This is an optimization exercise on Yosys and OpenROAD, whose aim is small area and a short achievable clock period, not a production implementation. Where RTL was checked, it was by simulation tests only, not by an equivalence proof against the original. Only the layout flow was run in runs 4 and 5; the RTL was not checked for function there. Power is estimated from default activity; no workload was simulated.

## flow/config.mk

```make
export PLATFORM = sky130hd
export DESIGN_NAME = bcr
export DESIGN_NICKNAME = bcr
export VERILOG_FILES = /design/flow/design.v
export SDC_FILE = /design/flow/constraint.sdc
export NUM_CORES = 4
export LEC_CHECK = 0
export ABC_CLOCK_PERIOD_IN_PS = 1000
export CAP_MARGIN = 20
export CORE_MARGIN = 2
export CORE_UTILIZATION = 40
export CTS_CLUSTER_DIAMETER = 100
export CTS_CLUSTER_SIZE = 30
export SETUP_SLACK_MARGIN = 1.1
export SLEW_MARGIN = 20
export SYNTH_HIERARCHICAL = 1
```

## flow/constraint.sdc

```tcl
create_clock -name core_clock -period 3.0 [get_ports {clk}]
set_input_delay 0.6000 -clock core_clock [delete_from_list [all_inputs] [get_ports {clk}]]
set_output_delay 0.6000 -clock core_clock [all_outputs]
set_load 0.01 [all_outputs]
```

## flow/design.v

```verilog
module bcr # (parameter FIFO_WIDTH = 384, parameter ADDR_W = 15, parameter EDGE_W = 48, parameter Bank_Num_W = 3)
(
	input wire 						clk,
	input wire						rst,
	input wire						input_valid,
	input wire	[FIFO_WIDTH-1:0]	input_data,
	input wire						stall,
	output reg 	[EDGE_W-1:0]		output_data0,
	output reg 	[EDGE_W-1:0]		output_data1,
	output reg 	[EDGE_W-1:0]		output_data2,
	output reg 	[EDGE_W-1:0]		output_data3,
	output reg 	[EDGE_W-1:0]		output_data4,
	output reg 	[EDGE_W-1:0]		output_data5,
	output reg 	[EDGE_W-1:0]		output_data6,
	output reg 	[EDGE_W-1:0]		output_data7,
	output reg						output_valid0,
	output reg						output_valid1,
	output reg						output_valid2,
	output reg						output_valid3,
	output reg						output_valid4,
	output reg						output_valid5,
	output reg						output_valid6,
	output reg						output_valid7,
	output reg						inc
);
localparam W8 = EDGE_W*8;
reg [W8-1:0] data_in_q;
reg          stall_q;
reg          rst_q;
always @(posedge clk) begin
	data_in_q <= input_data;
	stall_q   <= stall;
	rst_q     <= rst;
end
wire [W8-1:0] out_q = {output_data7, output_data6, output_data5, output_data4,
                       output_data3, output_data2, output_data1, output_data0};
wire          sel_out = stall_q & ~(rst | rst_q);
wire          sel_in  = ~stall_q & ~(rst | rst_q);
wire [W8-1:0] out_d;
genvar d;
generate
	for (d = 0; d < W8; d = d + 1) begin : dp
		bcr_a22o u_d (.a(sel_out), .b(out_q[d]), .c(sel_in), .d(data_in_q[d]), .y(out_d[d]));
	end
endgenerate
always @(posedge clk) begin
	{output_data7, output_data6, output_data5, output_data4,
	 output_data3, output_data2, output_data1, output_data0} <= out_d;
end
function conf_in;
	input integer i;
	input integer j;
	begin
		conf_in = (input_data[EDGE_W*i +: Bank_Num_W] == input_data[EDGE_W*j +: Bank_Num_W]) ||
		          (input_data[EDGE_W*i+ADDR_W +: Bank_Num_W] == input_data[EDGE_W*j+ADDR_W +: Bank_Num_W]);
	end
endfunction
reg        v_q;
reg [7:0]  o_q;
reg [63:0] c_q;          
integer a, b;
wire [63:0] c_in;
wire [63:0] c_d;
genvar k, j;
generate
	for (k = 0; k < 8; k = k + 1) begin : cin_k
		for (j = 0; j < 8; j = j + 1) begin : cin_j
			if (k < j) begin : p
				assign c_in[8*k+j] = conf_in(k, j);
				bcr_a22o u_m (.a(stall), .b(c_q[8*k+j]), .c(~stall), .d(c_in[8*k+j]), .y(c_d[8*k+j]));
				always @(posedge clk) c_q[8*k+j] <= c_d[8*k+j];
			end
		end
	end
endgenerate
wire [7:0] g, ng;
wire [63:0] nc_q = ~c_q;
reg        no_q0;                  
wire [7:0] no_q = {~o_q[7:1], no_q0};
assign g[0]  = no_q[0];
assign ng[0] = o_q[0];
genvar m;
generate
	for (k = 1; k < 8; k = k + 1) begin : lane
		wire [k-1:0] x, nx;        
		bcr_a21oi u_nx0 (.a(g[0]),  .b(c_q[k]),  .c(o_q[k]),  .y(nx[0]));
		bcr_o21ai u_x0  (.a(ng[0]), .b(nc_q[k]), .c(no_q[k]), .y(x[0]));
		for (m = 1; m < k; m = m + 1) begin : step
			bcr_a21oi u_nx (.a(g[m]),  .b(c_q[8*m+k]),  .c(x[m-1]),  .y(nx[m]));
			bcr_o21ai u_x  (.a(ng[m]), .b(nc_q[8*m+k]), .c(nx[m-1]), .y(x[m]));
		end
		assign g[k]  = nx[k-1];
		assign ng[k] = x[k-1];
	end
endgenerate
wire       inc_wire;
wire       nupd_b;
wire [7:0] nupd_a;
bcr_ctl u_ctl (.c(c_q), .o(o_q), .v(v_q), .rst(rst), .stall(stall),
               .inc(inc_wire), .nupd_b(nupd_b), .nupd_a(nupd_a));
wire [7:0] o_d;
wire       ov_p  = ~rst & ~stall & v_q;
wire [7:0] ov_d;
generate
	for (k = 0; k < 8; k = k + 1) begin : upd
		bcr_o21ai u_o  (.a(ng[k]), .b(nupd_b), .c(nupd_a[k]), .y(o_d[k]));
		bcr_nor2  u_ov (.a(ng[k]), .b(~ov_p), .y(ov_d[k]));
	end
endgenerate
always @(posedge clk) begin
	o_q <= o_d;
	no_q0 <= ~o_d[0];
	{output_valid7, output_valid6, output_valid5, output_valid4,
	 output_valid3, output_valid2, output_valid1, output_valid0} <= ov_d;
	if (rst)
		v_q <= 1'b0;
	else if (!stall)
		v_q <= input_valid;
	if (!rst)
		inc <= stall ? 1'b0 : inc_wire;
end
endmodule
module bcr_a21oi (input wire a, input wire b, input wire c, output wire y);
	assign y = ~((a & b) | c);
endmodule
module bcr_o21ai (input wire a, input wire b, input wire c, output wire y);
	assign y = ~((a | b) & c);
endmodule
module bcr_nor2 (input wire a, input wire b, output wire y);
	assign y = ~(a | b);
endmodule
module bcr_ctl (input wire [63:0] c, input wire [7:0] o, input wire v, input wire rst,
                input wire stall, output wire inc, output wire nupd_b, output wire [7:0] nupd_a);
	wire [27:0] bad;
	wire [7:0]  grp_ok;
	genvar i, j;
	generate
		for (i = 0; i < 8; i = i + 1) begin : bi
			for (j = i + 1; j < 8; j = j + 1) begin : bj
				localparam integer N = i*7 - (i*(i-1))/2 + (j - i - 1);
				bcr_nor3 u_bad (.a(~c[8*i+j]), .b(o[i]), .c(o[j]), .y(bad[N]));
			end
		end
		for (i = 0; i < 7; i = i + 1) begin : gr
			bcr_nor4 u_g (.a(bad[4*i]), .b(bad[4*i+1]), .c(bad[4*i+2]), .d(bad[4*i+3]), .y(grp_ok[i]));
		end
	endgenerate
	assign grp_ok[7] = 1'b1;
	wire na, nb;        
	bcr_nand4 u_na (.a(grp_ok[0]), .b(grp_ok[1]), .c(grp_ok[2]), .d(grp_ok[3]), .y(na));
	bcr_nand4 u_nb (.a(grp_ok[4]), .b(grp_ok[5]), .c(grp_ok[6]), .d(grp_ok[7]), .y(nb));
	assign inc = v & ~(na | nb);
	wire nx = ~rst & ~stall & v;
	wire ny = ~(~stall & v);
	bcr_o21ai u_b (.a(na), .b(nb), .c(nx), .y(nupd_b));
	for (i = 0; i < 8; i = i + 1) begin : ua
		bcr_o31ai u_a (.a(ny), .b(na), .c(nb), .d(~rst & o[i]), .y(nupd_a[i]));
	end
endmodule
module bcr_nor3 (input wire a, input wire b, input wire c, output wire y);
	assign y = ~(a | b | c);
endmodule
module bcr_nor4 (input wire a, input wire b, input wire c, input wire d, output wire y);
	assign y = ~(a | b | c | d);
endmodule
module bcr_nand4 (input wire a, input wire b, input wire c, input wire d, output wire y);
	assign y = ~(a & b & c & d);
endmodule
module bcr_o31ai (input wire a, input wire b, input wire c, input wire d, output wire y);
	assign y = ~((a | b | c) & d);
endmodule
module bcr_a22o (input wire a, input wire b, input wire c, input wire d, output wire y);
	assign y = (a & b) | (c & d);
endmodule
```

## flow/flow/run.sh

```bash
#!/bin/bash
# Standard layout, except that the port buffers are plain buffers instead of
# the delay cells buffer_ports picks by default.
set -euo pipefail
export BUFFER_PORTS_ARGS="-buffer_cell sky130_fd_sc_hd__buf_1"
bash standard.sh > standard.log 2>&1
```

## flow/standard.sh

```bash
#!/bin/bash
# synth_recipe.tcl (not shown) runs the flow's synth.tcl, then flattens the netlist and writes it again
# the make line also repeats each setting of config.mk as NAME=value (left out here)
make -C /OpenROAD-flow-scripts/flow DESIGN_CONFIG=/design/flow/config.mk WORK_HOME=/design/flow/orfs CLKGATE_MAP_FILE= SYNTH_SCRIPT=/design/flow/synth_recipe.tcl "${@:-finish}"
```

==> flow_summary.yaml, run 1 <==
final_layout:
  fin_cells: 3282
  multi_input_area_sq_um: 6610
  drive_above_1_share_pct: 8.89
  nets: 2874
  area_growth_pct: 22.0
  layout.area.seq_sq_um: 16400
  fillers: 5278
clock_tree:
  cts.sinks: 817
  cts_tree: "yes"
  cts_root_buf: "clkbuf_16"
  cts_max_path_buffers: 3
  clock_latency_ps: 590
  path_clk_slew_ps: 110
  holdBufCountCts: 0
  cts_buffers: 36
  cts_max_level: 2
floorplanning:
  fp-row-count: 88
  die_area_sq_um: 60800
  fp.dieW_um: 247
  die_h_um: 247
  start_util_pct: 40.6
  placeableCoreArea_sq_um: 57900
  boundaryPins: 781
detailed_routing:
  avgViaCountPerCell: 5.01
  wl_per_cell_um: 23.5
  routed_wl_um: 77100
  postRouteAntennaNets: 0
  dr.pass1.iters: 4
  num_vias: 16500
  drc: 0
  drt-initial-drc-count: 929
global_route:
  grt_overflow_total: 0
  grt_pass1_vias: 15700
  antenna_found_initial: 41
  grt_pass1_wl_um: 107000
  grt_use_total_pct: 24.0
  grt_max_degree: 88
sta:
  worstMarginPinSlew_ps: 755
  slew_headroom_pct: 49.7
  layout_min_cycle_time_ps: 1850
  tns_ps: 0
  hold_viol_final: 0
  max_freq_mhz: 542
  hold_slack_ps: 88.7
  fin_skew_ps: 35.1
  rsz0062_at_grt: "true"
  setup_viol_count_final: 0
  fin_crit_sh_pct: 61.5
  slew_violations: 0
placement:
  hpwl_um: 59700
  dp.cells: 3203
  gp_congestion: 0.909
  io_buffers: 780
power_and_ir_drop:
  p_leak_uw: 0.0111
  power_density_nw_per_um2: 671
  p_total_uw: 19300
  irDropWorstVdd_v: 0.000563
setup_path:
  cp.arrival_ps: 2310
  cp-start-kind: "register"
  critPathCaptureType: "register"
  crit_required_ps: 3460
  crit_fanout: 9
  critPathKind: "reg -> reg"
synthesis:
  syn_avg_cell_area_sq_um: 14.0
  syn_inst: 1683
  yosysWarnings: 79
  netlist_area_sq_um: 23500
flow_run:
  cap_violations: 0
min_path:
  hp-class: "in -> reg"
status:
  status: "timing/DRC/antenna clean"
==> final cells by class <==
type	count	share of cell area (%)
Inverter	59	0.771
Antenna cell	19	0.166
Clock buffer	42	3.43
Timing Repair Buffer	813	11.7
Tap cell	765	3.33
Clock inverter	8	0.519
Sequential cell	817	57.1
Multi-Input combinational cell	759	23.0
==> stage by stage <==
step / worst slack, ps / instance area (sq um) / util (%)
4_1_cts: 1100 / 28600 / 49.4
5_1_grt: 1070 / 28700 / 49.5
6_report: 1150 / 28700 / 49.6
3_3_place_gp: 870 / 27400 / 47.2
2_1_floorplan: -5270 / 23600 / -
3_5_place_dp: 845 / 27400 / 47.2
==> where the power goes <==
group          switching (uW)  internal (uW)  total [uW]
logic                     965            698        1660
clock network            3490           2470        5960
registers                 295          11400       11700
==> cells in the final DEF, fill, tap and decap left out, types with 4 or more instances in the layout <==
cell type  instances
buf_2             24
nand3_1           29
nor4_2             7
dfxtp_4            8
buf_1            752
a22o_1           412
a21oi_2           20
diode_2           19
buf_12            11
clkbuf_16         38
nor2_1             9
xnor2_1           84
nor2b_1            9
nor3_2            28
xor2_1            84
buf_4             22
o21ai_2            4
dfxtp_2            4
o31ai_2           36
o21ai_1           25
dfxtp_1          804
clkbuf_2           4
inv_1             59
==> critical path: stages (launching register included) <==
cell and delay, ps:
dfxtp_4 430, buf_4 170, nor3_2 50, nor4_2 260
nand4_1 120, buf_4 180, buf_4 160, o31ai_2 270
o21ai_1 100
==> flip-flops by register name, indices dropped and copies added, names as in the netlist, 8 cells and up <==
| register | count |
|---|---|
| output_data1 | 48 |
| output_data2 | 48 |
| o_q | 8 |
| output_data0 | 48 |
| output_data7 | 48 |
| data_in_q | 384 |
| output_data4 | 48 |
| output_data6 | 48 |
| c_q | 28 |
| output_data5 | 48 |
| output_data3 | 48 |
==> worst paths after layout <==
path | endpoint | start | cells past startpoint | slack [ps]
hold / removal | data_in_q[233]$_DFF_P_ | input_data[233] | 1 | 90
hold reg to reg | output_data4[0]$_DFF_P_ | data_in_q[192]$_DFF_P_ | 1 | 410
setup / recovery | o_q[4]$_DFF_P_ | o_q[0]$_DFF_P_ | 8 | 1150
setup reg to reg | o_q[4]$_DFF_P_ | o_q[0]$_DFF_P_ | 8 | 1150
==> metal layers <==
| metal | share of wire [%] | global-route usage, % |
|---|---|---|
| met5 | 0.061 | 0 |
| met4 | 4.7 | 10.7 |
| met3 | 8.5 | 8.07 |
| met2 | 50 | 41.5 |
| met1 | 37 | 26.6 |
==> what timing repair did <==
item / CTS / global route
hold endpoints to repair: 0 / 0
gates resized for setup: 32 / 14
pin swaps: 3 / 1
endpoints found under the setup margin: 37 / 15
setup buffers: 4 / 6
==> inputs of run 2 (changes only) <==
==> flow/flow/run.sh (replaced) <==
#!/bin/bash
# Standard layout, except that the port buffers are plain buffers instead of
# the delay cells buffer_ports picks by default, and the pins may sit on
# adjacent tracks so that the die can be smaller.
set -euo pipefail
export BUFFER_PORTS_ARGS="-buffer_cell sky130_fd_sc_hd__buf_1"
export PLACE_PINS_ARGS="-min_distance 1 -min_distance_in_tracks"
bash standard.sh > standard.log 2>&1
--- a/flow/config.mk
+++ b/flow/config.mk
@@ -8,9 +8,9 @@
 export ABC_CLOCK_PERIOD_IN_PS = 1000
 export CAP_MARGIN = 20
 export CORE_MARGIN = 2
-export CORE_UTILIZATION = 40
+export CORE_UTILIZATION = 62
 export CTS_CLUSTER_DIAMETER = 100
 export CTS_CLUSTER_SIZE = 30
-export SETUP_SLACK_MARGIN = 1.1
+export SETUP_SLACK_MARGIN = 1.15
 export SLEW_MARGIN = 20
 export SYNTH_HIERARCHICAL = 1
==> run 2 against run 1 <==
  * Cell area decreased by 0.35%
  * Sequential power about the same
  * Critical path depth decreased by 1
  * Highest routed layer unchanged
  * Still clean
  * Largest power group unchanged
==> flow_summary.yaml, run 2 <==
sta:
  layout_min_cycle_time_ps: 1900
  fin_skew_ps: 22.1
  setup_viol_count_final: 0
  hold_viol_final: 0
  fin_ws_ps: 1100
  rsz0062_at_grt: "true"
  slew_headroom_pct: 41.4
  fin_crit_sh_pct: 63.3
  worstMarginPinSlew_ps: 880
  tns_ps: 0
  slew_violations: 0
  max_freq_mhz: 526
placement:
  gp_congestion: 0.938
  placed_area_sq_um: 27000
  io_buffers: 780
  place_ws_ps: 680
  hpwl_um: 50200
detailed_routing:
  drt-initial-drc-count: 1121
  wl_per_cell_um: 22.5
  dr.pass1.iters: 7
  drc: 0
  avgViaCountPerCell: 5.58
  num_vias: 17100
  routed_wl_um: 68900
  postRouteAntennaNets: 0
synthesis:
  netlist_area_sq_um: 23500
  syn_inst: 1683
  yosysWarnings: 79
  syn_avg_cell_area_sq_um: 14.0
power_and_ir_drop:
  p_total_uw: 18500
  p_leak_uw: 0.0113
  power_density_nw_per_um2: 646
  irDropWorstVdd_v: 0.000606
setup_path:
  crit_top_cell: "buf_6"
  crit_required_ps: 3500
  critPathSlowestCell: "dfxtp_4"
  crit_fanout: 6
  worst-r2r-cell-count: 7
  critPathCaptureType: "register"
  path_cells: "buf_6, nor3_2, nor4_2, nand4_1, buf_6, nor3b_1, nor2b_1"
  critPathMaxStageDelay_ps: 420
  critPathKind: "reg -> reg"
  cp.arrival_ps: 2400
  cp-start-kind: "register"
clock_tree:
  cts_buffers: 31
  path_clk_slew_ps: 120
  cts_max_level: 1
  cts_root_buf: "clkbuf_16"
  cts.sinks: 817
  clock_latency_ps: 630
  cts_tree: "yes"
  cts_max_path_buffers: 3
  holdBufCountCts: 0
global_route:
  grt_overflow_total: 0
  antenna_found_initial: 28
  grt_max_degree: 102
  grt_pass1_wl_um: 96800
  grt_use_total_pct: 32.5
  grt_pass1_vias: 16100
floorplanning:
  start_util_pct: 62.8
  boundaryPins: 781
  placeableCoreArea_sq_um: 37500
  die_h_um: 199
  fp-row-count: 71
  die_area_sq_um: 39500
  fp.dieW_um: 199
final_layout:
  largest_reg_flops: 384
  fin_area_sq_um: 28600
  multi_input_area_sq_um: 6720
  layout_common_cells: "dfxtp_1, buf_1, a22o_1, xor2_1, xnor2_1"
  nets: 2903
  largest_register: "data_in_q"
  drive_above_1_share_pct: 12.1
  final_common_cell: "dfxtp_1"
  layout.area.seq_sq_um: 16400
  area_growth_pct: 21.6
  fillers: 2580
min_path:
  hp-class: "in -> reg"
  hold_depth: 1
status:
  status: "timing/DRC/antenna clean"
flow_run:
  cap_violations: 0
[run 2: cell count changes in the layout (fill, tap and decap cells not counted), moves of 5 or more]
cell	change
a21oi_2	-5
a21oi_4	+5
buf_1	-56
buf_2	+6
buf_4	+23
buf_6	+10
clkbuf_16	-7
clkbuf_2	+49
diode_2	+12
o21ai_1	-5
o21ai_4	+5
[run 2: final timing paths]
check / startpoint / end / slack [ps]
min reg2reg: data_in_q[142]$_DFF_P_ / output_data2[46]$_DFF_P_ / 430
min: input_data[244] / data_in_q[244]$_DFF_P_ / 50
max: o_q[2]$_DFF_P_ / inc$_SDFFCE_PP0N_ / 1100
max reg2reg: o_q[2]$_DFF_P_ / inc$_SDFFCE_PP0N_ / 1100
[run 2: per-layer routing]
layer | vias to the layer above | track usage, % | share of wire, %
met5 | - | 0 | 0.071
met4 | 8 | 24.4 | 7.8
met3 | 278 | 12.7 | 10
met2 | 893 | 50.1 | 45
met1 | 8187 | 36.6 | 37
li1 | 7712 | - | -
[run 2: cell type report]
class,instances,area share (%)
Clock inverter,2,0.136
Tap cell,511,2.23
Multi-Input combinational cell,759,23.5
Sequential cell,817,57.3
Inverter,59,0.774
Timing Repair Buffer,847,13.0
Clock buffer,33,2.74
Antenna cell,31,0.271
[run 2: critical path, delay by kind of cell (launching register included)]
kind / cells / cell delay (ps)
buffers and inverters: 2 / 350
flip-flops: 1 / 420
AND/OR/NAND/NOR: 5 / 1000
[run 2: where the power goes]
| part | total (uW) | leakage [uW] | internal, uW | switching [uW] |
|---|---|---|---|---|
| clock network | 5010 | 0.000401 | 1890 | 3120 |
| registers | 11600 | 0.00678 | 11400 | 266 |
| logic | 1860 | 0.00412 | 816 | 1040 |
| total | 18500 | 0.0113 | 14100 | 4420 |
[run 2: repair_timing]
action / 4_1_cts / 5_1_grt
resized for setup: 40 / 99
endpoints found under the setup margin: 43 / 69
pin swaps: 5 / 21
endpoints found under the hold margin: 0 / 0
buffers inserted: 9 / 35
[run 2: through the flow]
step | hold slack [ps] | utilization [%] | std cells
after floorplan | 416 | - | 1683
after global placement | 416 | 72.1 | 2949
after detailed placement | 422 | 72.1 | 2949
after CTS | 16.0 | 74.7 | 2993
after global routing | 21.4 | 76.2 | 3044
final | 46.3 | 76.3 | 3059
==> inputs of run 3 (changes only) <==
--- a/flow/config.mk
+++ b/flow/config.mk
@@ -8,7 +8,7 @@
 export ABC_CLOCK_PERIOD_IN_PS = 1000
 export CAP_MARGIN = 20
 export CORE_MARGIN = 2
-export CORE_UTILIZATION = 62
+export CORE_UTILIZATION = 55
 export CTS_CLUSTER_DIAMETER = 100
 export CTS_CLUSTER_SIZE = 30
 export SETUP_SLACK_MARGIN = 1.15
==> run 3 against run 2 <==
  * Still clean on timing, DRC and antenna
  * Critical path depth is 1 higher
  * Combinational power decreased by 9%
  * Die area increased by 12%
  * Maximum frequency is 3.5% higher
  * Setup slack improved by 64 ps
  * Clock power up 3%
  * Global-route usage down 2.4 points
  * Via count fell by 1.5%
  * Largest cell class unchanged
==> flow_summary.yaml, run 3 <==
final_layout:
  largest_reg_flops: 384
  area_growth_pct: 20.2
  drive_above_1_share_pct: 10.2
  fillers: 3410
  fin_area_sq_um: 28300
  multi_input_area_sq_um: 6640
  layout.area.seq_sq_um: 16400
  largest_register: "data_in_q"
  nets: 2872
  final_common_cell: "dfxtp_1"
  layout_common_cells: "dfxtp_1, buf_1, a22o_1, xor2_1, xnor2_1"
global_route:
  antenna_found_initial: 43
  grt_pass1_wl_um: 100000
  grt_use_total_pct: 30.2
  grt_pass1_vias: 16200
  grt_max_degree: 122
  grt_overflow_total: 0
setup_path:
  crit_top_cell: "buf_4"
  crit_required_ps: 3510
  crit_fanout: 7
  critPathMaxStageDelay_ps: 430
  path_cells: "buf_4, nor3_2, nor4_2, nand4_1, buf_6, buf_4, o31ai_4, o21ai_1"
  cp.arrival_ps: 2340
  cp-start-kind: "register"
  cp_num_buf_inv: 3
  critPathCaptureType: "register"
  critPathSlowestCell: "dfxtp_4"
  crit_family: "buffers and inverters"
  critPathKind: "reg -> reg"
floorplanning:
  die_area_sq_um: 44500
  fp-row-count: 75
  placeableCoreArea_sq_um: 42100
  start_util_pct: 55.9
  boundaryPins: 781
  fp.dieW_um: 211
  die_h_um: 211
placement:
  io_buffers: 780
  place_ws_ps: 789
  placed_area_sq_um: 27000
  hpwl_um: 50600
  gp_congestion: 0.929
detailed_routing:
  drc: 0
  routed_wl_um: 70100
  wl_per_cell_um: 22.8
  num_vias: 16800
  postRouteAntennaNets: 0
  dr.pass1.iters: 6
  drt-initial-drc-count: 1244
  avgViaCountPerCell: 5.48
sta:
  fin_crit_sh_pct: 61.2
  fin_ws_ps: 1160
  fin_skew_ps: 14.9
  max_freq_mhz: 545
  tns_ps: 0
  hold_viol_final: 0
  slew_violations: 0
  setup_viol_count_final: 0
  slew_headroom_pct: 38.5
  worstMarginPinSlew_ps: 921
  rsz0062_at_grt: "true"
  layout_min_cycle_time_ps: 1840
power_and_ir_drop:
  p_leak_uw: 0.0111
  power_density_nw_per_um2: 652
  irDropWorstVdd_v: 0.000511
clock_tree:
  cts_max_path_buffers: 3
  cts_root_buf: "clkbuf_16"
  cts_buffers: 31
  cts_max_level: 1
  path_clk_slew_ps: 110
  cts.sinks: 817
  clock_latency_ps: 620
  cts_tree: "yes"
synthesis:
  syn_avg_cell_area_sq_um: 14.0
  yosysWarnings: 79
  syn_inst: 1683
  netlist_area_sq_um: 23500
flow_run:
  cap_violations: 0
min_path:
  hp-class: "in -> reg"
status:
  status: "timing/DRC/antenna clean"
-- run 3: final timing paths --
kind                          startpoint                       end  slack, ps  cells past startpoint
setup / recovery          o_q[0]$_DFF_P_            o_q[6]$_DFF_P_       1160                      8
hold / removal           input_data[187]    data_in_q[187]$_DFF_P_         60                      1
setup reg to reg          o_q[0]$_DFF_P_            o_q[6]$_DFF_P_       1160                      8
hold reg to reg   data_in_q[191]$_DFF_P_  output_data3[47]$_DFF_P_        440                      1
-- run 3: power breakdown --
group | switching [uW] | internal [uW]
logic | 969 | 717
registers | 268 | 11400
clock network | 3110 | 2030
-- run 3: final cells by class --
cell class                 count  share of cell area (%)
sequential                   817                    58.0
multi-input combinational    759                    23.5
timing repair buffer         816                    11.9
clock buffer                  33                    2.84
tap                          539                    2.38
inverter                      59                   0.783
antenna                       45                   0.398
clock inverter                 3                   0.195
-- run 3: repair_timing --
action | 4_1_cts | 5_1_grt
buffers inserted | 5 | 13
setup endpoints to repair | 44 | 47
hold buffers | 0 | 0
gates resized for setup | 40 | 56
pin swaps | 3 | 8
-- run 3: routing by layer --
layer  global-route usage (%)  up-vias  share of wire (%)
met2                     47.0      769                 46
met1                     32.2     8049                 36
met5                    0.334        -              0.054
li1                         -     7685                  -
met3                     8.88      305                7.1
met4                     30.2        6                 10
-- run 3: metrics by stage --
stage                     total power (uW)  hold slack, ps  instances  utilization, %
after CTS                            18500            25.4       3013            66.4
after global placement               13400             417       2972            64.1
after detailed placement             13500             421       2972            64.1
final                                18400            58.1       3071            67.1
after floorplan                      12900             416       1683               -
after global routing                 19100            24.8       3064            67.1
==> inputs of run 4 (changes only) <==
--- a/flow/design.v
+++ b/flow/design.v
@@ -146,15 +146,18 @@
 		end
 	endgenerate
 	assign grp_ok[7] = 1'b1;
-	wire na, nb;        
-	bcr_nand4 u_na (.a(grp_ok[0]), .b(grp_ok[1]), .c(grp_ok[2]), .d(grp_ok[3]), .y(na));
-	bcr_nand4 u_nb (.a(grp_ok[4]), .b(grp_ok[5]), .c(grp_ok[6]), .d(grp_ok[7]), .y(nb));
-	assign inc = v & ~(na | nb);
+	wire [2:0] na, nb;
+	genvar r;
+	for (r = 0; r < 3; r = r + 1) begin : cp
+		bcr_nand4 u_na (.a(grp_ok[0]), .b(grp_ok[1]), .c(grp_ok[2]), .d(grp_ok[3]), .y(na[r]));
+		bcr_nand4 u_nb (.a(grp_ok[4]), .b(grp_ok[5]), .c(grp_ok[6]), .d(grp_ok[7]), .y(nb[r]));
+	end
+	assign inc = v & ~(na[2] | nb[2]);
 	wire nx = ~rst & ~stall & v;
 	wire ny = ~(~stall & v);
-	bcr_o21ai u_b (.a(na), .b(nb), .c(nx), .y(nupd_b));
+	bcr_o21ai u_b (.a(na[2]), .b(nb[2]), .c(nx), .y(nupd_b));
 	for (i = 0; i < 8; i = i + 1) begin : ua
-		bcr_o31ai u_a (.a(ny), .b(na), .c(nb), .d(~rst & o[i]), .y(nupd_a[i]));
+		bcr_o31ai u_a (.a(ny), .b(na[i/4]), .c(nb[i/4]), .d(~rst & o[i]), .y(nupd_a[i]));
 	end
 endmodule
 module bcr_nor3 (input wire a, input wire b, input wire c, output wire y);
==> flow/flow/run.sh (replaced) <==
#!/bin/bash
# Standard layout, except that the port buffers are plain buffers instead of
# the delay cells buffer_ports picks by default.
set -euo pipefail
export BUFFER_PORTS_ARGS="-buffer_cell sky130_fd_sc_hd__buf_1"
bash standard.sh > standard.log 2>&1
--- a/flow/config.mk
+++ b/flow/config.mk
@@ -8,9 +8,9 @@
 export ABC_CLOCK_PERIOD_IN_PS = 1000
 export CAP_MARGIN = 20
 export CORE_MARGIN = 2
-export CORE_UTILIZATION = 55
+export CORE_UTILIZATION = 40
 export CTS_CLUSTER_DIAMETER = 100
 export CTS_CLUSTER_SIZE = 30
-export SETUP_SLACK_MARGIN = 1.15
+export SETUP_SLACK_MARGIN = 1.1
 export SLEW_MARGIN = 20
 export SYNTH_HIERARCHICAL = 1
==> run 4 against run 3 <==
  * Die area increased by 37%
  * Core utilization shrank 18 points
  * Sequential share of layout area is 0.84 points lower
  * Global-route usage is 6.3 points lower
  * Combinational power grew 2%
  * Sequential power about the same
  * Count of clock-buffer cells in the layout is 2 higher
  * Area after synthesis is 0.11% higher
  * Via count decreased by 2.0%
  * Largest cell class unchanged
==> flow_summary.yaml, run 4 <==
status:
  status: "timing/DRC/antenna clean"
setup_path:
  cp-start-kind: "register"
  critPathKind: "reg -> reg"
  worst-r2r-cell-count: 7
  rrSetupSlack_ps: 1130
  crit_required_ps: 3460
  critPathCaptureType: "register"
  timing.rr.end: "o_q[7]$_DFF_P_"
  startpoint: "o_q[0]$_DFF_P_"
  cp.arrival_ps: 2330
  timing.rr.start: "o_q[0]$_DFF_P_"
  crit_fanout: 8
final_layout:
  fin_area_sq_um: 28700
  fin_cells: 3288
  fillers: 5292
  largest_reg_flops: 384
  area_growth_pct: 21.8
  nets: 2880
  final_common_cell: "dfxtp_1"
  largest_register: "data_in_q"
  drive_above_1_share_pct: 8.49
  layout_common_cells: "dfxtp_1, buf_1, a22o_1, xor2_1, xnor2_1"
min_path:
  hp-class: "in -> reg"
  min-delay-start: "input_data[283]"
  holdPathEnd: "data_in_q[283]$_DFF_P_"
  hold_depth: 1
clock_tree:
  path_clk_slew_ps: 110
  cts_tree: "yes"
  cts_buffers: 35
  cts_max_level: 2
  cts.sinks: 817
  clock_latency_ps: 590
  holdBufCountCts: 0
  cts_root_buf: "clkbuf_16"
  cts_max_path_buffers: 3
sta:
  max_freq_mhz: 534
  layout_min_cycle_time_ps: 1870
  hold_viol_final: 0
  tns_ps: 0
  rsz0062_at_grt: "true"
  fin_skew_ps: 35.7
  fin_crit_sh_pct: 62.4
  hold_slack_ps: 93.5
  slew_headroom_pct: 42.6
  slew_violations: 0
  setup_viol_count_final: 0
  worstMarginPinSlew_ps: 860
floorplanning:
  fp-row-count: 88
  placeableCoreArea_sq_um: 58000
  die_h_um: 247
  fp.dieW_um: 247
  start_util_pct: 40.6
  die_area_sq_um: 60900
  boundaryPins: 781
placement:
  io_buffers: 780
  placed_area_sq_um: 27400
  hpwl_um: 59400
  dp.cells: 3210
  gp_congestion: 0.944
detailed_routing:
  postRouteAntennaNets: 0
  avgViaCountPerCell: 5.01
  num_vias: 16500
  drc: 0
  drt-initial-drc-count: 988
  wl_per_cell_um: 23.3
  dr.pass1.iters: 5
  routed_wl_um: 76600
power_and_ir_drop:
  p_total_uw: 19100
  internal-power_uw: 14400
  irDropWorstVdd_v: 0.000646
  p_leak_uw: 0.0110
  power_frac_seq_pct: 61.0
  switching_power_uw: 4700
  pwr-share-comb_pct: 9.1
  swShare_pct: 24.7
  power_frac_clock_pct: 29.9
  power_density_nw_per_um2: 665
global_route:
  antenna_found_initial: 50
  grt_overflow_total: 0
  grt_use_total_pct: 23.9
  grt_max_degree: 110
  grt_pass1_vias: 16000
  grt_pass1_wl_um: 107000
synthesis:
  syn_avg_cell_area_sq_um: 14.0
  netlist_area_sq_um: 23600
  syn_inst: 1687
  yosysWarnings: 79
flow_run:
  cap_violations: 0
==> run 4: cell types whose count changed in the layout (fill, tap and decap cells not counted), sizes merged, moves of 4 or more <==
cell    change
buf        +25
diode      -20
nand4       +4
clkbuf     -25
==> run 4: layer usage <==
metal | up-vias | part of all wire, % | GRT usage, %
met3 | 151 | 7.9 | 6.95
met5 | - | 0.11 | 0
met4 | 12 | 3.7 | 10.9
met2 | 631 | 50 | 41.1
met1 | 7999 | 38 | 27.4
li1 | 7692 | - | -
==> run 4: worst max-delay path, stage by stage (launching register included) <==
cell     delay, ps
dfxtp_4        360
buf_6          130
buf_4          120
nor3_2          40
nor4_4         350
nand4_1        270
o21ai_4        360
o21ai_1        120
==> run 4: power by group through the flow <==
stage | Combinational [uW] | Clock [uW] | Sequential, uW
floorplan | 979 | 0 | 11900
global placement | 1610 | 0 | 11900
detailed placement | 1640 | 0 | 11900
CTS | 1660 | 5870 | 11700
global route | 1880 | 6240 | 11700
finish | 1730 | 5700 | 11600
==> run 4: stage by stage <==
| step | setup WS, ps | util [%] |
|---|---|---|
| after global routing | 1060 | 49.4 |
| final | 1130 | 49.4 |
| after global placement | 747 | 47.2 |
| after floorplan | -5270 | - |
| after CTS | 1090 | 49.0 |
| after detailed placement | 705 | 47.2 |
==> run 4: worst max-delay path by stage <==
| stage | endpoint | cells after the start | slack [ps] |
|---|---|---|---|
| after CTS | o_q[0]$_DFF_P_ | 5 | 1090 |
| after floorplan | output_data0[0]$_DFF_P_ | 2 | -5270 |
| after global placement | o_q[0]$_DFF_P_ | 5 | 750 |
| after detailed placement | output_data7[44]$_DFF_P_ | 5 | 700 |
| final | o_q[7]$_DFF_P_ | 7 | 1130 |
| after global routing | o_q[2]$_DFF_P_ | 7 | 1060 |
==> run 4: cell type report <==
cell class | count | area, sq um | area share (%)
Sequential cell | 817 | 16400 | 57.1
Multi-Input combinational cell | 765 | 6690 | 23.3
Timing Repair Buffer | 814 | 3350 | 11.7
Tap cell | 765 | 957 | 3.34
Clock buffer | 35 | 876 | 3.05
Inverter | 59 | 221 | 0.772
Clock inverter | 8 | 133 | 0.462
Antenna cell | 25 | 62.6 | 0.218
==> run 4: what timing repair did <==
item | CTS | global route
gates resized for setup | 24 | 31
buffers inserted | 0 | 10
hold endpoints to repair | 0 | 0
endpoints found under the setup margin | 23 | 20
gates cloned | 0 | 0
pin swaps | 0 | 15
==> inputs of run 5 (changes only) <==
--- a/flow/design.v
+++ b/flow/design.v
@@ -67,7 +67,7 @@
 		for (j = 0; j < 8; j = j + 1) begin : cin_j
 			if (k < j) begin : p
 				assign c_in[8*k+j] = conf_in(k, j);
-				bcr_a22o u_m (.a(stall), .b(c_q[8*k+j]), .c(~stall), .d(c_in[8*k+j]), .y(c_d[8*k+j]));
+				bcr_mux2 u_m (.s(stall), .a0(c_in[8*k+j]), .a1(c_q[8*k+j]), .y(c_d[8*k+j]));
 				always @(posedge clk) c_q[8*k+j] <= c_d[8*k+j];
 			end
 		end
@@ -75,17 +75,19 @@
 endgenerate
 wire [7:0] g, ng;
 wire [63:0] nc_q = ~c_q;
-reg        no_q0;                  
-wire [7:0] no_q = {~o_q[7:1], no_q0};
+reg  [7:0] no_q;                   
+reg        g1_q, ng1_q;            
 assign g[0]  = no_q[0];
 assign ng[0] = o_q[0];
+assign g[1]  = g1_q;
+assign ng[1] = ng1_q;
 genvar m;
 generate
-	for (k = 1; k < 8; k = k + 1) begin : lane
-		wire [k-1:0] x, nx;        
-		bcr_a21oi u_nx0 (.a(g[0]),  .b(c_q[k]),  .c(o_q[k]),  .y(nx[0]));
-		bcr_o21ai u_x0  (.a(ng[0]), .b(nc_q[k]), .c(no_q[k]), .y(x[0]));
-		for (m = 1; m < k; m = m + 1) begin : step
+	for (k = 2; k < 8; k = k + 1) begin : lane
+		wire [k-1:1] x, nx;        
+		bcr_a221oi u_nx1 (.a1(g[0]),  .a2(c_q[k]),  .b1(g[1]),  .b2(c_q[8+k]),  .c(o_q[k]),  .y(nx[1]));
+		bcr_o221ai u_x1  (.a1(ng[0]), .a2(nc_q[k]), .b1(ng[1]), .b2(nc_q[8+k]), .c(no_q[k]), .y(x[1]));
+		for (m = 2; m < k; m = m + 1) begin : step
 			bcr_a21oi u_nx (.a(g[m]),  .b(c_q[8*m+k]),  .c(x[m-1]),  .y(nx[m]));
 			bcr_o21ai u_x  (.a(ng[m]), .b(nc_q[8*m+k]), .c(nx[m-1]), .y(x[m]));
 		end
@@ -98,18 +100,24 @@
 wire [7:0] nupd_a;
 bcr_ctl u_ctl (.c(c_q), .o(o_q), .v(v_q), .rst(rst), .stall(stall),
                .inc(inc_wire), .nupd_b(nupd_b), .nupd_a(nupd_a));
-wire [7:0] o_d;
+wire [7:0] o_d, no_d;
+wire       g1_d = stall ? g1_q :
+                  inc_wire ? ~c_in[1] :
+                  (~(o_q[1] | (v_q & g1_q)) & (o_q[0] | v_q | ~c_in[1]));
 wire       ov_p  = ~rst & ~stall & v_q;
 wire [7:0] ov_d;
 generate
 	for (k = 0; k < 8; k = k + 1) begin : upd
 		bcr_o21ai u_o  (.a(ng[k]), .b(nupd_b), .c(nupd_a[k]), .y(o_d[k]));
+		bcr_a21oi u_no (.a(g[k]), .b(~nupd_b), .c(~nupd_a[k]), .y(no_d[k]));
 		bcr_nor2  u_ov (.a(ng[k]), .b(~ov_p), .y(ov_d[k]));
 	end
 endgenerate
 always @(posedge clk) begin
 	o_q <= o_d;
-	no_q0 <= ~o_d[0];
+	no_q <= no_d;
+	g1_q <= g1_d;
+	ng1_q <= ~g1_d;
 	{output_valid7, output_valid6, output_valid5, output_valid4,
 	 output_valid3, output_valid2, output_valid1, output_valid0} <= ov_d;
 	if (rst)
@@ -129,6 +137,9 @@
 module bcr_nor2 (input wire a, input wire b, output wire y);
 	assign y = ~(a | b);
 endmodule
+module bcr_mux2 (input wire s, input wire a0, input wire a1, output wire y);
+	assign y = s ? a1 : a0;
+endmodule
 module bcr_ctl (input wire [63:0] c, input wire [7:0] o, input wire v, input wire rst,
                 input wire stall, output wire inc, output wire nupd_b, output wire [7:0] nupd_a);
 	wire [27:0] bad;
@@ -146,18 +157,15 @@
 		end
 	endgenerate
 	assign grp_ok[7] = 1'b1;
-	wire [2:0] na, nb;
-	genvar r;
-	for (r = 0; r < 3; r = r + 1) begin : cp
-		bcr_nand4 u_na (.a(grp_ok[0]), .b(grp_ok[1]), .c(grp_ok[2]), .d(grp_ok[3]), .y(na[r]));
-		bcr_nand4 u_nb (.a(grp_ok[4]), .b(grp_ok[5]), .c(grp_ok[6]), .d(grp_ok[7]), .y(nb[r]));
-	end
-	assign inc = v & ~(na[2] | nb[2]);
+	wire na, nb;        
+	bcr_nand4 u_na (.a(grp_ok[0]), .b(grp_ok[1]), .c(grp_ok[2]), .d(grp_ok[3]), .y(na));
+	bcr_nand4 u_nb (.a(grp_ok[4]), .b(grp_ok[5]), .c(grp_ok[6]), .d(grp_ok[7]), .y(nb));
+	assign inc = v & ~(na | nb);
 	wire nx = ~rst & ~stall & v;
 	wire ny = ~(~stall & v);
-	bcr_o21ai u_b (.a(na[2]), .b(nb[2]), .c(nx), .y(nupd_b));
+	bcr_o21ai u_b (.a(na), .b(nb), .c(nx), .y(nupd_b));
 	for (i = 0; i < 8; i = i + 1) begin : ua
-		bcr_o31ai u_a (.a(ny), .b(na[i/4]), .c(nb[i/4]), .d(~rst & o[i]), .y(nupd_a[i]));
+		bcr_o31ai u_a (.a(ny), .b(na), .c(nb), .d(~rst & o[i]), .y(nupd_a[i]));
 	end
 endmodule
 module bcr_nor3 (input wire a, input wire b, input wire c, output wire y);
@@ -175,3 +183,9 @@
 module bcr_a22o (input wire a, input wire b, input wire c, input wire d, output wire y);
 	assign y = (a & b) | (c & d);
 endmodule
+module bcr_a221oi (input wire a1, input wire a2, input wire b1, input wire b2, input wire c, output wire y);
+	assign y = ~((a1 & a2) | (b1 & b2) | c);
+endmodule
+module bcr_o221ai (input wire a1, input wire a2, input wire b1, input wire b2, input wire c, output wire y);
+	assign y = ~((a1 | a2) & (b1 | b2) & c);
+endmodule
--- a/flow/config.mk
+++ b/flow/config.mk
@@ -11,6 +11,6 @@
 export CORE_UTILIZATION = 40
 export CTS_CLUSTER_DIAMETER = 100
 export CTS_CLUSTER_SIZE = 30
-export SETUP_SLACK_MARGIN = 1.1
+export SETUP_SLACK_MARGIN = 1.2
 export SLEW_MARGIN = 20
 export SYNTH_HIERARCHICAL = 1
==> run 5 against run 4 <==
  * Still clean
  * Clock skew down 19 ps
  * Via count up 0.55%
  * Global-route usage about the same
  * Sequential power about the same
  * Largest cell class unchanged
==> flow_summary.yaml, run 5 <==
power_and_ir_drop:
  power_density_nw_per_um2: 664
  p_leak_uw: 0.0120
  irDropWorstVdd_v: 0.000497
final_layout:
  largest_reg_flops: 384
  fin_cells: 3339
  final_common_cell: "dfxtp_1"
  drive_above_1_share_pct: 15.4
  nets: 2928
  final_core_util_pct: 50.7
  fin_area_sq_um: 29800
  layout_common_cells: "dfxtp_1, buf_1, a22o_1, xnor2_1, xor2_1"
  largest_register: "data_in_q"
  area_growth_pct: 25.6
global_route:
  grt_use_total_pct: 23.9
  grt_max_degree: 151
  grt_pass1_wl_um: 108000
  grt_pass1_vias: 15800
  antenna_found_initial: 35
  grt_overflow_total: 0
floorplanning:
  boundaryPins: 781
  die_h_um: 248
  fp-row-count: 89
  fp.dieW_um: 248
  start_util_pct: 40.4
  die_area_sq_um: 61300
  placeableCoreArea_sq_um: 58800
clock_tree:
  cts_max_level: 2
  clock_latency_ps: 580
  holdBufCountCts: 0
  cts_tree: "yes"
  path_clk_slew_ps: 110
  cts_root_buf: "clkbuf_16"
  cts_buffers: 36
  cts_max_path_buffers: 3
  cts.sinks: 824
sta:
  slew_violations: 0
  setup_viol_count_final: 0
  layout_min_cycle_time_ps: 1960
  slew_headroom_pct: 41.5
  fin_skew_ps: 16.5
  worstMarginPinSlew_ps: 877
  hold_viol_final: 0
  fin_crit_sh_pct: 65.4
  max_freq_mhz: 510
  tns_ps: 0
  rsz0062_at_grt: "true"
placement:
  hpwl_um: 59500
  io_buffers: 780
  placed_area_sq_um: 27800
  dp.cells: 3226
  gp_congestion: 0.929
detailed_routing:
  postRouteAntennaNets: 0
  num_vias: 16600
  drc: 0
  dr.pass1.iters: 5
  wl_per_cell_um: 23.5
  routed_wl_um: 78600
  avgViaCountPerCell: 4.96
  drt-initial-drc-count: 784
flow_run:
  cap_violations: 0
min_path:
  hp-class: "in -> reg"
setup_path:
  crit_required_ps: 3520
  crit_family: "simple AND/OR/NAND/NOR gates"
  crit_fanout: 5
  critPathKind: "reg -> reg"
  path_cells: "buf_12, nor3_2, nor4_2, nand4_1, buf_6, buf_8, o31ai_2, inv_1, a21oi_2"
  cp.arrival_ps: 2480
  critPathMaxStageDelay_ps: 390
  cp-start-kind: "register"
  critPathSlowestCell: "dfxtp_4"
  critPathCaptureType: "register"
  cp_num_buf_inv: 4
synthesis:
  yosysWarnings: 79
  netlist_area_sq_um: 23700
  syn_inst: 1697
  syn_avg_cell_area_sq_um: 14.0
status:
  status: "timing/DRC/antenna clean"
## run 5: cell types whose count changed in the layout (fill, tap and decap cells not counted), moves of 18 or more
cell / change
buf_1: -112
buf_2: +56
clkbuf_2: +35
o31ai_2: -34
buf_4: +30
a22o_1: -28
mux2_4: +28
o31ai_1: +27
buf_6: +18
## run 5: path summary, 6_finish.rpt
kind / from / endpoint / slack, ps / depth (start not counted)
max: o_q[7]$_DFF_P_ / no_q[4]$_DFF_P_ / 1040 / 9
min: input_data[355] / data_in_q[355]$_DFF_P_ / 90 / 1
max reg2reg: o_q[7]$_DFF_P_ / no_q[4]$_DFF_P_ / 1040 / 9
min reg2reg: data_in_q[0]$_DFF_P_ / output_data0[0]$_DFF_P_ / 440 / 1
## run 5: worst register-to-register path: stages, from the launching register on
cell     delay, ps
dfxtp_4        390
buf_12         120
nor3_2          40
nor4_2         340
nand4_1        150
buf_6          160
buf_8          140
o31ai_2        350
inv_1          100
a21oi_2        120
## run 5: where the power goes
part / internal [uW] / leakage, uW / total, uW / switching (uW)
registers: 11500 / 0.00684 / 11800 / 320
logic: 927 / 0.00456 / 2030 / 1100
clock network: 2440 / 0.000545 / 5970 / 3530
total: 14800 / 0.0120 / 19800 / 4950
## run 5: final cells by class
| cell class | count | area [sq um] |
|---|---|---|
| Inverter | 60 | 233 |
| Antenna cell | 13 | 32.5 |
| Clock buffer | 40 | 968 |
| Clock inverter | 11 | 140 |
| Timing Repair Buffer | 853 | 3980 |
| Tap cell | 773 | 967 |
| Sequential cell | 824 | 16600 |
| Multi-Input combinational cell | 765 | 6940 |
| Fill cell | 5214 | 29000 |
## run 5: through the flow
step	hold WS (ps)	worst slack, ps	total power, uW
3_3_place_gp	417	892	13800
3_5_place_dp	421	840	13800
2_1_floorplan	416	-5270	13100
5_1_grt	56.4	991	20500
6_report	92.8	1040	19800
4_1_cts	42.5	1100	19900
## run 5: what timing repair did
action | 4_1_cts | 5_1_grt
setup buffers | 34 | 14
pin swaps | 13 | 14
resized for setup | 138 | 90
gates cloned | 1 | 0
hold endpoints to repair | 0 | 0
setup endpoints to repair | 107 | 75
## run 5: routing by layer
| layer | global-route usage (%) | share of wire [%] | up-vias |
|---|---|---|---|
| met5 | 0 | 0.052 | - |
| met4 | 11.1 | 4.5 | 6 |
| met3 | 8.87 | 9.1 | 166 |
| met2 | 39.5 | 48 | 627 |
| met1 | 27.5 | 38 | 7976 |
| li1 | - | - | 7800 |

-- port drivers added, routing unchanged --
How much do the figures lean on ideal ports? The routed layouts below were timed once more, with nothing changed but the port constraints.
Step 1 assumes that a clkbuf_16 drives the clock port and a buf_2 every other input.
Step 2 moves the port delays by t, midway between the first and last clock arrival at a register: inputs arrive t later, outputs are due t later. That takes back most of the time a late clock gives input paths.
a / b / c = no drivers / after step 1 / after step 2; a / b = the first two.
run | shift t [ns] | slack for setup (ns) | worst hold slack (ns) | worst register clock-pin slew, ns
run 1 | 0.634 | 1.155 / 1.110 / 0.834 | 0.089 / 0.058 / 0.409 | 0.11 / 0.11
run 2 | 0.679 | 1.100 / 1.100 / 0.772 | 0.046 / 0.018 / 0.427 | 0.12 / 0.12
run 3 | 0.675 | 1.164 / 1.107 / 0.778 | 0.058 / 0.027 / 0.442 | 0.12 / 0.12
run 4 | 0.635 | 1.128 / 1.086 / 0.638 | 0.093 / 0.054 / 0.430 | 0.11 / 0.11
run 5 | 0.638 | 1.038 / 1.038 / 0.832 | 0.093 / 0.057 / 0.435 | 0.11 / 0.11
After both steps setup and hold are still met in every run listed. For run 4, which loses most, drivers alone change the setup slack by -0.042 ns; drivers and shift together by -0.490 ns.
